What follows belongs to an exercise in optimizing a design on an open flow for small area; a production flow would make more cautious choices.
The RTL was checked by simulation tests, not by an equivalence proof against the original design.

==> inputs of run a <==
==> flow/design.v <==
module Dregister_rst #(
        parameter WIDTH = 1,
        parameter [WIDTH-1:0] RESET_VALUE = {WIDTH{1'b0}}
)(
        input   wire    [WIDTH-1:0]     i,
        output  reg     [WIDTH-1:0]     o,
        input   wire                    i_clk,
        input   wire                    i_rst
);
always @(posedge i_clk or posedge i_rst)
        if(i_rst) o <= RESET_VALUE;
        else o <= i;
endmodule
module RegFile_ao3(
    input  wire s0, d0,
    input  wire s1, d1,
    input  wire s2, d2,
    output wire y_n
);
assign y_n = ~((s0 & d0) | (s1 & d1) | (s2 & d2));
endmodule
module RegFile_wbit(
    input  wire we_n,
    input  wire wd_n,
    input  wire q,
    output wire d
);
assign d = ~((we_n | wd_n) & ~(we_n & q));
endmodule
module Core_pfx_and #(
    parameter N = 60
)(
    input  wire [N-1:0] x,
    output wire [N-1:0] y
);
localparam L = 6;    
wire [N-1:0] A [0:L];
assign A[0] = x;
genvar l, i;
generate
    for (l = 0; l < L; l = l + 1) begin : lvl
        for (i = 0; i < N; i = i + 1) begin : col
            if ((i >> l) & 1) begin : node
                localparam integer J = ((i >> l) << l) - 1;
                assign A[l+1][i] = A[l][i] & A[l][J];
            end else begin : pass
                assign A[l+1][i] = A[l][i];
            end
        end
    end
endgenerate
assign y = A[L];
endmodule
module Core(
	output wire [63:0] o_pm_addr,
	output wire o_pm_cs,
	input wire [31:0] i_pm_data,
	output wire [63:0] o_dm_addr,
	output wire o_dm_cs,
	output wire [63:0] o_dm_we,
	output wire [63:0] o_dm_data,
	input wire [63:0] i_dm_data,
	input wire i_clk,
	input wire i_rst
);
localparam T_R = 3'b000, T_I = 3'b001, T_LD = 3'b010, T_SD = 3'b011,
           T_BEQ = 3'b100, T_JALR = 3'b101, T_JAL = 3'b110, T_X = 3'b111;
localparam OP_ADD = 3'b000, OP_SUB = 3'b001, OP_AND = 3'b010, OP_OR = 3'b011,
           OP_ZERO = 3'b100;
function regwrite(input [2:0] t);
	regwrite = (t == T_R) || (t == T_I) || (t == T_LD) || (t == T_JALR) || (t == T_JAL);
endfunction
reg [63:0] PC;
reg [2:0]  IDEX_type;
reg [31:7] IDEX_raw;        
reg        IDEX_nop;        
reg [2:0]  IDEX_op;
reg        IDEX_takebranch;
reg [2:0]  EXMEM_type;
reg [4:0]  EXMEM_rd;        
reg        EXMEM_nop;
reg [63:0] EXMEM_ALUresult;
reg [63:0] EXMEM_readdata2;
reg [2:0]  MEMWB_type;
reg [4:0]  MEMWB_rd;        
reg [63:0] MEMWB_ALUresult;
wire [31:0] instruction = {i_pm_data[7:0], i_pm_data[15:8], i_pm_data[23:16], i_pm_data[31:24]};
wire [6:0] opcode = instruction[6:0];
wire [2:0] funct3 = instruction[14:12];
wire [6:0] funct7 = instruction[31:25];
wire [4:0] rs1 = instruction[19:15];
wire [4:0] rs2 = instruction[24:20];
reg [2:0] i_type;
always @* begin
	case (opcode)
	7'b0110011: i_type = T_R;
	7'b0010011: i_type = T_I;
	7'b0000011: i_type = T_LD;
	7'b0100011: i_type = T_SD;
	7'b1100011: i_type = T_BEQ;
	7'b1100111: i_type = T_JALR;
	7'b1101111: i_type = T_JAL;
	default:    i_type = T_X;
	endcase
end
reg [2:0] alu_op;
always @* begin
	if (i_type == T_BEQ) alu_op = OP_SUB;
	else if (i_type != T_R && i_type != T_I) alu_op = OP_ADD;
	else if ({funct7, funct3} == 10'b0) alu_op = OP_ADD;
	else if (i_type == T_I && funct3 == 3'b000) alu_op = OP_ADD;
	else if (i_type == T_I && funct3 == 3'b111) alu_op = OP_AND;
	else if ({funct7, funct3} == 10'b0100000000) alu_op = OP_SUB;
	else if ({funct7, funct3} == 10'b0000000111) alu_op = OP_AND;
	else if ({funct7, funct3} == 10'b0000000110) alu_op = OP_OR;
	else alu_op = OP_ZERO;
end
wire [4:0] IDEX_rs1 = IDEX_raw[19:15];
wire [4:0] IDEX_rs2 = IDEX_raw[24:20];
wire [4:0] IDEX_rd  = IDEX_raw[11:7];
wire [31:7] IDEX_instruction = IDEX_nop ? 25'd0 : IDEX_raw;
wire [63:0] IDEXA, IDEXB;
wire        updateregister;
wire [63:0] MEMWB_value;
reg [31*64-1:0] rf;
reg [31:1]      rf_valid;
wire [63:0] wd_n = ~MEMWB_value;
wire [31:1] sel0, sel1;
wire [63:0] rfq [1:31];
genvar g, b;
generate
	for (g = 1; g < 32; g = g + 1) begin : gen_reg
		wire we = updateregister && (MEMWB_rd == g);
		wire [63:0] d;
		assign rfq[g] = rf[(g-1)*64 +: 64];
		for (b = 0; b < 64; b = b + 1) begin : gen_bit
			RegFile_wbit wb(.we_n(~we), .wd_n(wd_n[b]), .q(rfq[g][b]), .d(d[b]));
		end
		always @(posedge i_clk)
			rf[(g-1)*64 +: 64] <= d;
		always @(posedge i_clk or posedge i_rst)
			if (i_rst) rf_valid[g] <= 1'b0;
			else if (we) rf_valid[g] <= 1'b1;
		assign sel0[g] = (IDEX_rs1 == g) && rf_valid[g];
		assign sel1[g] = (IDEX_rs2 == g) && rf_valid[g];
	end
	for (b = 0; b < 64; b = b + 1) begin : gen_rd
		wire [10:0] t0, t1;
		assign t0[10] = ~(sel0[31] & rfq[31][b]);
		assign t1[10] = ~(sel1[31] & rfq[31][b]);
		for (g = 0; g < 10; g = g + 1) begin : gen_grp
			RegFile_ao3 r0(.s0(sel0[3*g+1]), .d0(rfq[3*g+1][b]), .s1(sel0[3*g+2]), .d1(rfq[3*g+2][b]),
			               .s2(sel0[3*g+3]), .d2(rfq[3*g+3][b]), .y_n(t0[g]));
			RegFile_ao3 r1(.s0(sel1[3*g+1]), .d0(rfq[3*g+1][b]), .s1(sel1[3*g+2]), .d1(rfq[3*g+2][b]),
			               .s2(sel1[3*g+3]), .d2(rfq[3*g+3][b]), .y_n(t1[g]));
		end
		if (b == 12) begin : gen_x29
			assign IDEXA[b] = ~&t0 | ((IDEX_rs1 == 5'd29) && !rf_valid[29]);
			assign IDEXB[b] = ~&t1 | ((IDEX_rs2 == 5'd29) && !rf_valid[29]);
		end else begin : gen_plain
			assign IDEXA[b] = ~&t0;
			assign IDEXB[b] = ~&t1;
		end
	end
endgenerate
wire stall = (IDEX_type == T_LD) && ((IDEX_rd == rs1) || (IDEX_rd == rs2));
wire takebranch = (IDEX_type == T_BEQ) && (IDEXA == IDEXB);
wire IDEX_jal  = (IDEX_type == T_JAL);
wire IDEX_jalr = (IDEX_type == T_JALR);
wire flush = IDEX_jal || IDEX_jalr ||
             (EXMEM_type == T_JAL) || (EXMEM_type == T_JALR) ||
             (MEMWB_type == T_JAL) || (MEMWB_type == T_JALR) ||
             takebranch || stall || IDEX_takebranch;
wire [63:0] immI = {{52{IDEX_instruction[31]}}, IDEX_instruction[31:20]};
wire [63:0] immS = {{52{IDEX_instruction[31]}}, IDEX_instruction[31:25], IDEX_instruction[11:7]};
wire [21:0] immB = {{10{IDEX_instruction[31]}}, IDEX_instruction[7], IDEX_instruction[30:25], IDEX_instruction[11:8], 1'b0};
wire [21:0] immJ = {{2{IDEX_instruction[31]}}, IDEX_instruction[19:12], IDEX_instruction[20], IDEX_instruction[30:21], 1'b0};
wire        pc_from_a = IDEX_jalr && !stall;
wire [21:0] pc_off = stall ? 22'd0 :
                     takebranch ? immB - 22'd12 :
                     IDEX_jal ? immJ - 22'd8 :
                     IDEX_jalr ? immI[21:0] : 22'd4;
wire [63:0] PC_next = (pc_from_a ? IDEXA : PC) + {{42{pc_off[21]}}, pc_off};
wire EXMEM_fwd = regwrite(EXMEM_type) && (EXMEM_rd != 5'd0);
wire MEMWB_fwd = regwrite(MEMWB_type) && (MEMWB_rd != 5'd0);
wire fa_ex = EXMEM_fwd && (EXMEM_rd == IDEX_rs1);
wire fa_wb = MEMWB_fwd && (MEMWB_rd == IDEX_rs1);
wire fb_ex = EXMEM_fwd && (EXMEM_rd == IDEX_rs2);
wire fb_wb = MEMWB_fwd && (MEMWB_rd == IDEX_rs2);
wire alusrc = (IDEX_type == T_I) || (IDEX_type == T_LD) || (IDEX_type == T_SD);
wire [63:0] ALUinput1 = fa_ex ? EXMEM_ALUresult : fa_wb ? MEMWB_value : IDEXA;
wire [63:0] ALUinput2 = alusrc ? ((IDEX_type == T_SD) ? immS : immI) :
                        fb_ex ? ((EXMEM_type == T_LD) ? i_dm_data : EXMEM_ALUresult) :
                        fb_wb ? MEMWB_value : IDEXB;
wire        alu_sub = (IDEX_op == OP_SUB);
wire [64:0] alu_sum = {ALUinput1, 1'b1} + {ALUinput2 ^ {64{alu_sub}}, alu_sub};
reg [63:0] ALUresult;
always @* begin
	case (IDEX_op)
	OP_ADD, OP_SUB: ALUresult = alu_sum[64:1];
	OP_AND:  ALUresult = ALUinput1 & ALUinput2;
	OP_OR:   ALUresult = ALUinput1 | ALUinput2;
	default: ALUresult = 64'd0;
	endcase
end
wire EXMEM_mem = (EXMEM_type == T_LD) || (EXMEM_type == T_SD);
wire EXMEM_sd  = (EXMEM_type == T_SD);
assign o_dm_addr = EXMEM_mem ? {2'b00, EXMEM_ALUresult[63:2]} : 64'd0;
assign o_dm_cs   = EXMEM_mem;
assign o_dm_we   = {64{EXMEM_sd}};
assign o_dm_data = EXMEM_sd ? EXMEM_readdata2 : 64'd0;
wire [64:4] pc_z;
assign pc_z[4] = 1'b1;
Core_pfx_and #(.N(60)) pc_zero(.x(~PC[63:4]), .y(pc_z[64:5]));
wire [63:0] link = {PC[63:4] ^ pc_z[63:4], PC[3:0]};
assign MEMWB_value = (MEMWB_type == T_LD) ? i_dm_data :
                     ((MEMWB_type == T_JAL) || (MEMWB_type == T_JALR)) ? link : MEMWB_ALUresult;
assign updateregister = regwrite(MEMWB_type) && (MEMWB_rd != 5'd0);
wire pm_borrow = stall && !PC[2] && !PC[3];
assign o_pm_addr = {{2{pm_borrow && pc_z[64]}},
                    PC[63:4] ^ ({60{pm_borrow}} & pc_z[63:4]),
                    PC[3] ^ (stall && !PC[2]),
                    PC[2] ^ stall};
assign o_pm_cs = 1'b1;
always @(posedge i_clk or posedge i_rst)
	if (i_rst) begin
		PC <= 64'd0;
		IDEX_type <= T_X;
		IDEX_takebranch <= 1'b0;
		EXMEM_type <= T_X;
		MEMWB_type <= T_X;
	end else begin
		PC <= PC_next;
		IDEX_type <= i_type;
		IDEX_takebranch <= takebranch;
		EXMEM_type <= IDEX_type;
		MEMWB_type <= EXMEM_type;
	end
always @(posedge i_clk) begin
	IDEX_raw <= instruction[31:7];
	IDEX_nop <= flush;
	IDEX_op <= alu_op;
	EXMEM_rd <= IDEX_rd;
	EXMEM_nop <= IDEX_nop;
	EXMEM_ALUresult <= ALUresult;
	EXMEM_readdata2 <= IDEXB;
	MEMWB_rd <= EXMEM_nop ? 5'd0 : EXMEM_rd;
	MEMWB_ALUresult <= EXMEM_ALUresult;
end
endmodule
==> flow/flow/run.sh <==
#!/bin/bash
# Layout flow: the standard ORFS flow (standard.sh: unchanged synthesis,
# floorplan, power grid, placement, routing and finish), run on 8 threads,
# with two settings that ORFS reads from the environment:
#  - port buffers use the smallest buffer (sky130_fd_sc_hd__buf_1) instead of
#    ORFS's default choice; every input and output port still gets a buffer;
#  - clock tree synthesis without dummy loads.
# Each ORFS step writes its full log under orfs/logs/; standard.sh's own
# output goes to standard.log here.
set -euo pipefail
export BUFFER_PORTS_ARGS="-buffer_cell sky130_fd_sc_hd__buf_1"
export CTS_ARGS="-sink_clustering_enable -repair_clock_nets -dont_use_dummy_load"
bash standard.sh NUM_CORES=8 finish > standard.log 2>&1
==> flow/standard.sh <==
#!/bin/bash
# synth_recipe.tcl (not shown) runs the flow's synth.tcl, then flattens the netlist and writes it again
# the make line also repeats each setting of config.mk as NAME=value (left out here)
make -C /OpenROAD-flow-scripts/flow DESIGN_CONFIG=/design/flow/config.mk WORK_HOME=/design/flow/orfs CLKGATE_MAP_FILE= SYNTH_SCRIPT=/design/flow/synth_recipe.tcl "${@:-finish}"
==> flow/config.mk <==
export PLATFORM = sky130hd
export DESIGN_NAME = Core
export DESIGN_NICKNAME = Core
export VERILOG_FILES = /design/flow/design.v
export SDC_FILE = /design/flow/constraint.sdc
export NUM_CORES = 4
export LEC_CHECK = 0
export CAP_MARGIN = 30
export CORE_MARGIN = 2
export CORE_UTILIZATION = 35
export PLACE_DENSITY = 0.45
export SETUP_SLACK_MARGIN = 0.3
export SLEW_MARGIN = 30
export SYNTH_HIERARCHICAL = 1
==> flow/constraint.sdc <==
create_clock -name core_clock -period 10.0 [get_ports {i_clk}]
set_input_delay 2.0000 -clock core_clock [delete_from_list [all_inputs] [get_ports {i_clk}]]
set_output_delay 2.0000 -clock core_clock [all_outputs]
set_load 0.01 [all_outputs]
==> run b: changes against run a <==
--- a/flow/design.v
+++ b/flow/design.v
@@ -12,43 +12,41 @@
         else o <= i;
 endmodule
-module RegFile_ao3(
-    input  wire s0, d0,
-    input  wire s1, d1,
-    input  wire s2, d2,
-    output wire y_n
+module RegFile_32x64bit(
+    input   wire    [4:0]   i_read_addr0,
+    output  wire    [63:0]  o_read_data0,
+    input   wire    [4:0]   i_read_addr1,
+    output  wire    [63:0]  o_read_data1,
+    input   wire            i_write,         
+    input   wire    [4:0]   i_write_addr,
+    input   wire    [63:0]  i_write_data,
+    input   wire            i_clk,
+    input   wire            i_rst
 );
-assign y_n = ~((s0 & d0) | (s1 & d1) | (s2 & d2));
-endmodule
-module RegFile_wbit(
-    input  wire we_n,
-    input  wire wd_n,
-    input  wire q,
-    output wire d
-);
-assign d = ~((we_n | wd_n) & ~(we_n & q));
-endmodule
-module Core_pfx_and #(
-    parameter N = 60
-)(
-    input  wire [N-1:0] x,
-    output wire [N-1:0] y
-);
-localparam L = 6;    
-wire [N-1:0] A [0:L];
-assign A[0] = x;
-genvar l, i;
+reg [63:0] regs [1:31];
+reg [31:1] valid;
+genvar g;
 generate
-    for (l = 0; l < L; l = l + 1) begin : lvl
-        for (i = 0; i < N; i = i + 1) begin : col
-            if ((i >> l) & 1) begin : node
-                localparam integer J = ((i >> l) << l) - 1;
-                assign A[l+1][i] = A[l][i] & A[l][J];
-            end else begin : pass
-                assign A[l+1][i] = A[l][i];
-            end
-        end
+    for (g = 1; g < 32; g = g + 1) begin : gen_reg
+        always @(posedge i_clk)
+            if (i_write && (i_write_addr == g)) regs[g] <= i_write_data;
+        always @(posedge i_clk or posedge i_rst)
+            if (i_rst) valid[g] <= 1'b0;
+            else if (i_write && (i_write_addr == g)) valid[g] <= 1'b1;
     end
 endgenerate
-assign y = A[L];
+reg [63:0] rd0, rd1;
+integer k;
+always @* begin
+    rd0 = 64'd0;
+    rd1 = 64'd0;
+    for (k = 1; k < 32; k = k + 1) begin
+        if (i_read_addr0 == k && valid[k]) rd0 = rd0 | regs[k];
+        if (i_read_addr1 == k && valid[k]) rd1 = rd1 | regs[k];
+    end
+    if (i_read_addr0 == 5'd29 && !valid[29]) rd0[12] = 1'b1;
+    if (i_read_addr1 == 5'd29 && !valid[29]) rd1[12] = 1'b1;
+end
+assign o_read_data0 = rd0;
+assign o_read_data1 = rd1;
 endmodule
 module Core(
@@ -123,45 +121,14 @@
 wire        updateregister;
 wire [63:0] MEMWB_value;
-reg [31*64-1:0] rf;
-reg [31:1]      rf_valid;
-wire [63:0] wd_n = ~MEMWB_value;
-wire [31:1] sel0, sel1;
-wire [63:0] rfq [1:31];
-genvar g, b;
-generate
-	for (g = 1; g < 32; g = g + 1) begin : gen_reg
-		wire we = updateregister && (MEMWB_rd == g);
-		wire [63:0] d;
-		assign rfq[g] = rf[(g-1)*64 +: 64];
-		for (b = 0; b < 64; b = b + 1) begin : gen_bit
-			RegFile_wbit wb(.we_n(~we), .wd_n(wd_n[b]), .q(rfq[g][b]), .d(d[b]));
-		end
-		always @(posedge i_clk)
-			rf[(g-1)*64 +: 64] <= d;
-		always @(posedge i_clk or posedge i_rst)
-			if (i_rst) rf_valid[g] <= 1'b0;
-			else if (we) rf_valid[g] <= 1'b1;
-		assign sel0[g] = (IDEX_rs1 == g) && rf_valid[g];
-		assign sel1[g] = (IDEX_rs2 == g) && rf_valid[g];
-	end
-	for (b = 0; b < 64; b = b + 1) begin : gen_rd
-		wire [10:0] t0, t1;
-		assign t0[10] = ~(sel0[31] & rfq[31][b]);
-		assign t1[10] = ~(sel1[31] & rfq[31][b]);
-		for (g = 0; g < 10; g = g + 1) begin : gen_grp
-			RegFile_ao3 r0(.s0(sel0[3*g+1]), .d0(rfq[3*g+1][b]), .s1(sel0[3*g+2]), .d1(rfq[3*g+2][b]),
-			               .s2(sel0[3*g+3]), .d2(rfq[3*g+3][b]), .y_n(t0[g]));
-			RegFile_ao3 r1(.s0(sel1[3*g+1]), .d0(rfq[3*g+1][b]), .s1(sel1[3*g+2]), .d1(rfq[3*g+2][b]),
-			               .s2(sel1[3*g+3]), .d2(rfq[3*g+3][b]), .y_n(t1[g]));
-		end
-		if (b == 12) begin : gen_x29
-			assign IDEXA[b] = ~&t0 | ((IDEX_rs1 == 5'd29) && !rf_valid[29]);
-			assign IDEXB[b] = ~&t1 | ((IDEX_rs2 == 5'd29) && !rf_valid[29]);
-		end else begin : gen_plain
-			assign IDEXA[b] = ~&t0;
-			assign IDEXB[b] = ~&t1;
-		end
-	end
-endgenerate
+RegFile_32x64bit reg0(
+	.i_read_addr0(IDEX_rs1),
+	.o_read_data0(IDEXA),
+	.i_read_addr1(IDEX_rs2),
+	.o_read_data1(IDEXB),
+	.i_write(updateregister),
+	.i_write_addr(MEMWB_rd),
+	.i_write_data(MEMWB_value),
+	.i_clk(i_clk),
+	.i_rst(i_rst));
 wire stall = (IDEX_type == T_LD) && ((IDEX_rd == rs1) || (IDEX_rd == rs2));
 wire takebranch = (IDEX_type == T_BEQ) && (IDEXA == IDEXB);
@@ -193,10 +160,9 @@
                         fb_ex ? ((EXMEM_type == T_LD) ? i_dm_data : EXMEM_ALUresult) :
                         fb_wb ? MEMWB_value : IDEXB;
-wire        alu_sub = (IDEX_op == OP_SUB);
-wire [64:0] alu_sum = {ALUinput1, 1'b1} + {ALUinput2 ^ {64{alu_sub}}, alu_sub};
 reg [63:0] ALUresult;
 always @* begin
 	case (IDEX_op)
-	OP_ADD, OP_SUB: ALUresult = alu_sum[64:1];
+	OP_ADD:  ALUresult = ALUinput1 + ALUinput2;
+	OP_SUB:  ALUresult = ALUinput1 - ALUinput2;
 	OP_AND:  ALUresult = ALUinput1 & ALUinput2;
 	OP_OR:   ALUresult = ALUinput1 | ALUinput2;
@@ -210,16 +176,10 @@
 assign o_dm_we   = {64{EXMEM_sd}};
 assign o_dm_data = EXMEM_sd ? EXMEM_readdata2 : 64'd0;
-wire [64:4] pc_z;
-assign pc_z[4] = 1'b1;
-Core_pfx_and #(.N(60)) pc_zero(.x(~PC[63:4]), .y(pc_z[64:5]));
-wire [63:0] link = {PC[63:4] ^ pc_z[63:4], PC[3:0]};
+wire [63:0] link = PC - 64'd16;
 assign MEMWB_value = (MEMWB_type == T_LD) ? i_dm_data :
                      ((MEMWB_type == T_JAL) || (MEMWB_type == T_JALR)) ? link : MEMWB_ALUresult;
 assign updateregister = regwrite(MEMWB_type) && (MEMWB_rd != 5'd0);
-wire pm_borrow = stall && !PC[2] && !PC[3];
-assign o_pm_addr = {{2{pm_borrow && pc_z[64]}},
-                    PC[63:4] ^ ({60{pm_borrow}} & pc_z[63:4]),
-                    PC[3] ^ (stall && !PC[2]),
-                    PC[2] ^ stall};
+wire [63:0] pm_word = {2'b00, PC[63:2]};
+assign o_pm_addr = stall ? pm_word - 64'd1 : pm_word;
 assign o_pm_cs = 1'b1;
 always @(posedge i_clk or posedge i_rst)
==> flow/run.sh (new file) <==
#!/bin/bash
# synth_recipe.tcl (not shown) runs the flow's synth.tcl, then flattens the netlist and writes it again
# the make line also repeats each setting of config.mk as NAME=value (left out here)
make -C /OpenROAD-flow-scripts/flow DESIGN_CONFIG=/design/flow/config.mk WORK_HOME=/design/flow/orfs CLKGATE_MAP_FILE= SYNTH_SCRIPT=/design/flow/synth_recipe.tcl finish
- CAP_MARGIN: 30 -> 20
- CORE_UTILIZATION: 35 -> 30
- SETUP_SLACK_MARGIN: 0.3 -> unset
- SLEW_MARGIN: 30 -> 20
- SYNTH_HIERARCHICAL: 1 -> unset
removed: flow/flow/run.sh
removed: flow/standard.sh
==> metrics.md <==
| Metric | Value |
|---|---|
| Final non-clock buffer share | 0.0543 |
| Status | timing/DRC/antenna clean |
| Crit path buffers/inverters | 9 |
| Largest register by flop count | rf |
| Met3 routed WL | ~75 mm |
| Clock Latency Late Sink | 0.95 ns |
| Wl on met1 | ~240 mm |
| Final Worst Setup Slack | 0.228 ns |
| Fillers | 29300 |
| Worst EP required | between 10 and 15 ns |
| TritonRoute pass-1 iters | 15 |
| Routed len/inst | ~36 um |
-- figures above: run a

==> metrics.md <==
| Metric | Value |
|---|---|
| Final non-clock buffer share | 0.0956 |
| Clock buf/inv share | 0.0655 |
| Max Cap Violations | 1 |
| TritonRoute pass-1 iters | 9 |
| Final Worst Setup Slack | -0.00315 ns |
| SO Faults | max-capacitance violations, max-slew violations, negative setup slack |
| Met3 routed WL | 138 mm |
| Worst EP required | 10.90 ns |
| Setup violators final | 1 |
| Fillers | approximately 38000 |
| Routed len/inst | about 54 um |
| Wl on met1 | 333 mm |
| Status | failed layout checks |
| Final Slew Violations | 7 |
-- figures above: run b

-- what the ideal ports hide --
No port has a modelled driver above. Below, the same layouts with a new extraction and two added sets of constraints.
Step 1 (the two cells are an assumption about what drives the block):
set clk [get_ports {i_clk}]
set_driving_cell -lib_cell sky130_fd_sc_hd__clkbuf_16 $clk
set_driving_cell -lib_cell sky130_fd_sc_hd__buf_2 [delete_from_list [all_inputs] $clk]
Step 2, shift: input delay + t, output delay - t, t = (earliest + latest rising clock arrival at the registers) / 2. This alone moves slack from input paths to output paths.
Slacks: ideal / step 1 / step 2; pairs: ideal / step 1.
| run | t (ns) | setup WS [ns] | slew at the worst register clock pin (ns) |
|---|---|---|---|
| run a | 1.018 | 0.228 / 0.228 / 0.228 | 0.06 / 0.06 |
| run b | 1.096 | -0.003 / -0.003 / -0.003 | 0.07 / 0.07 |
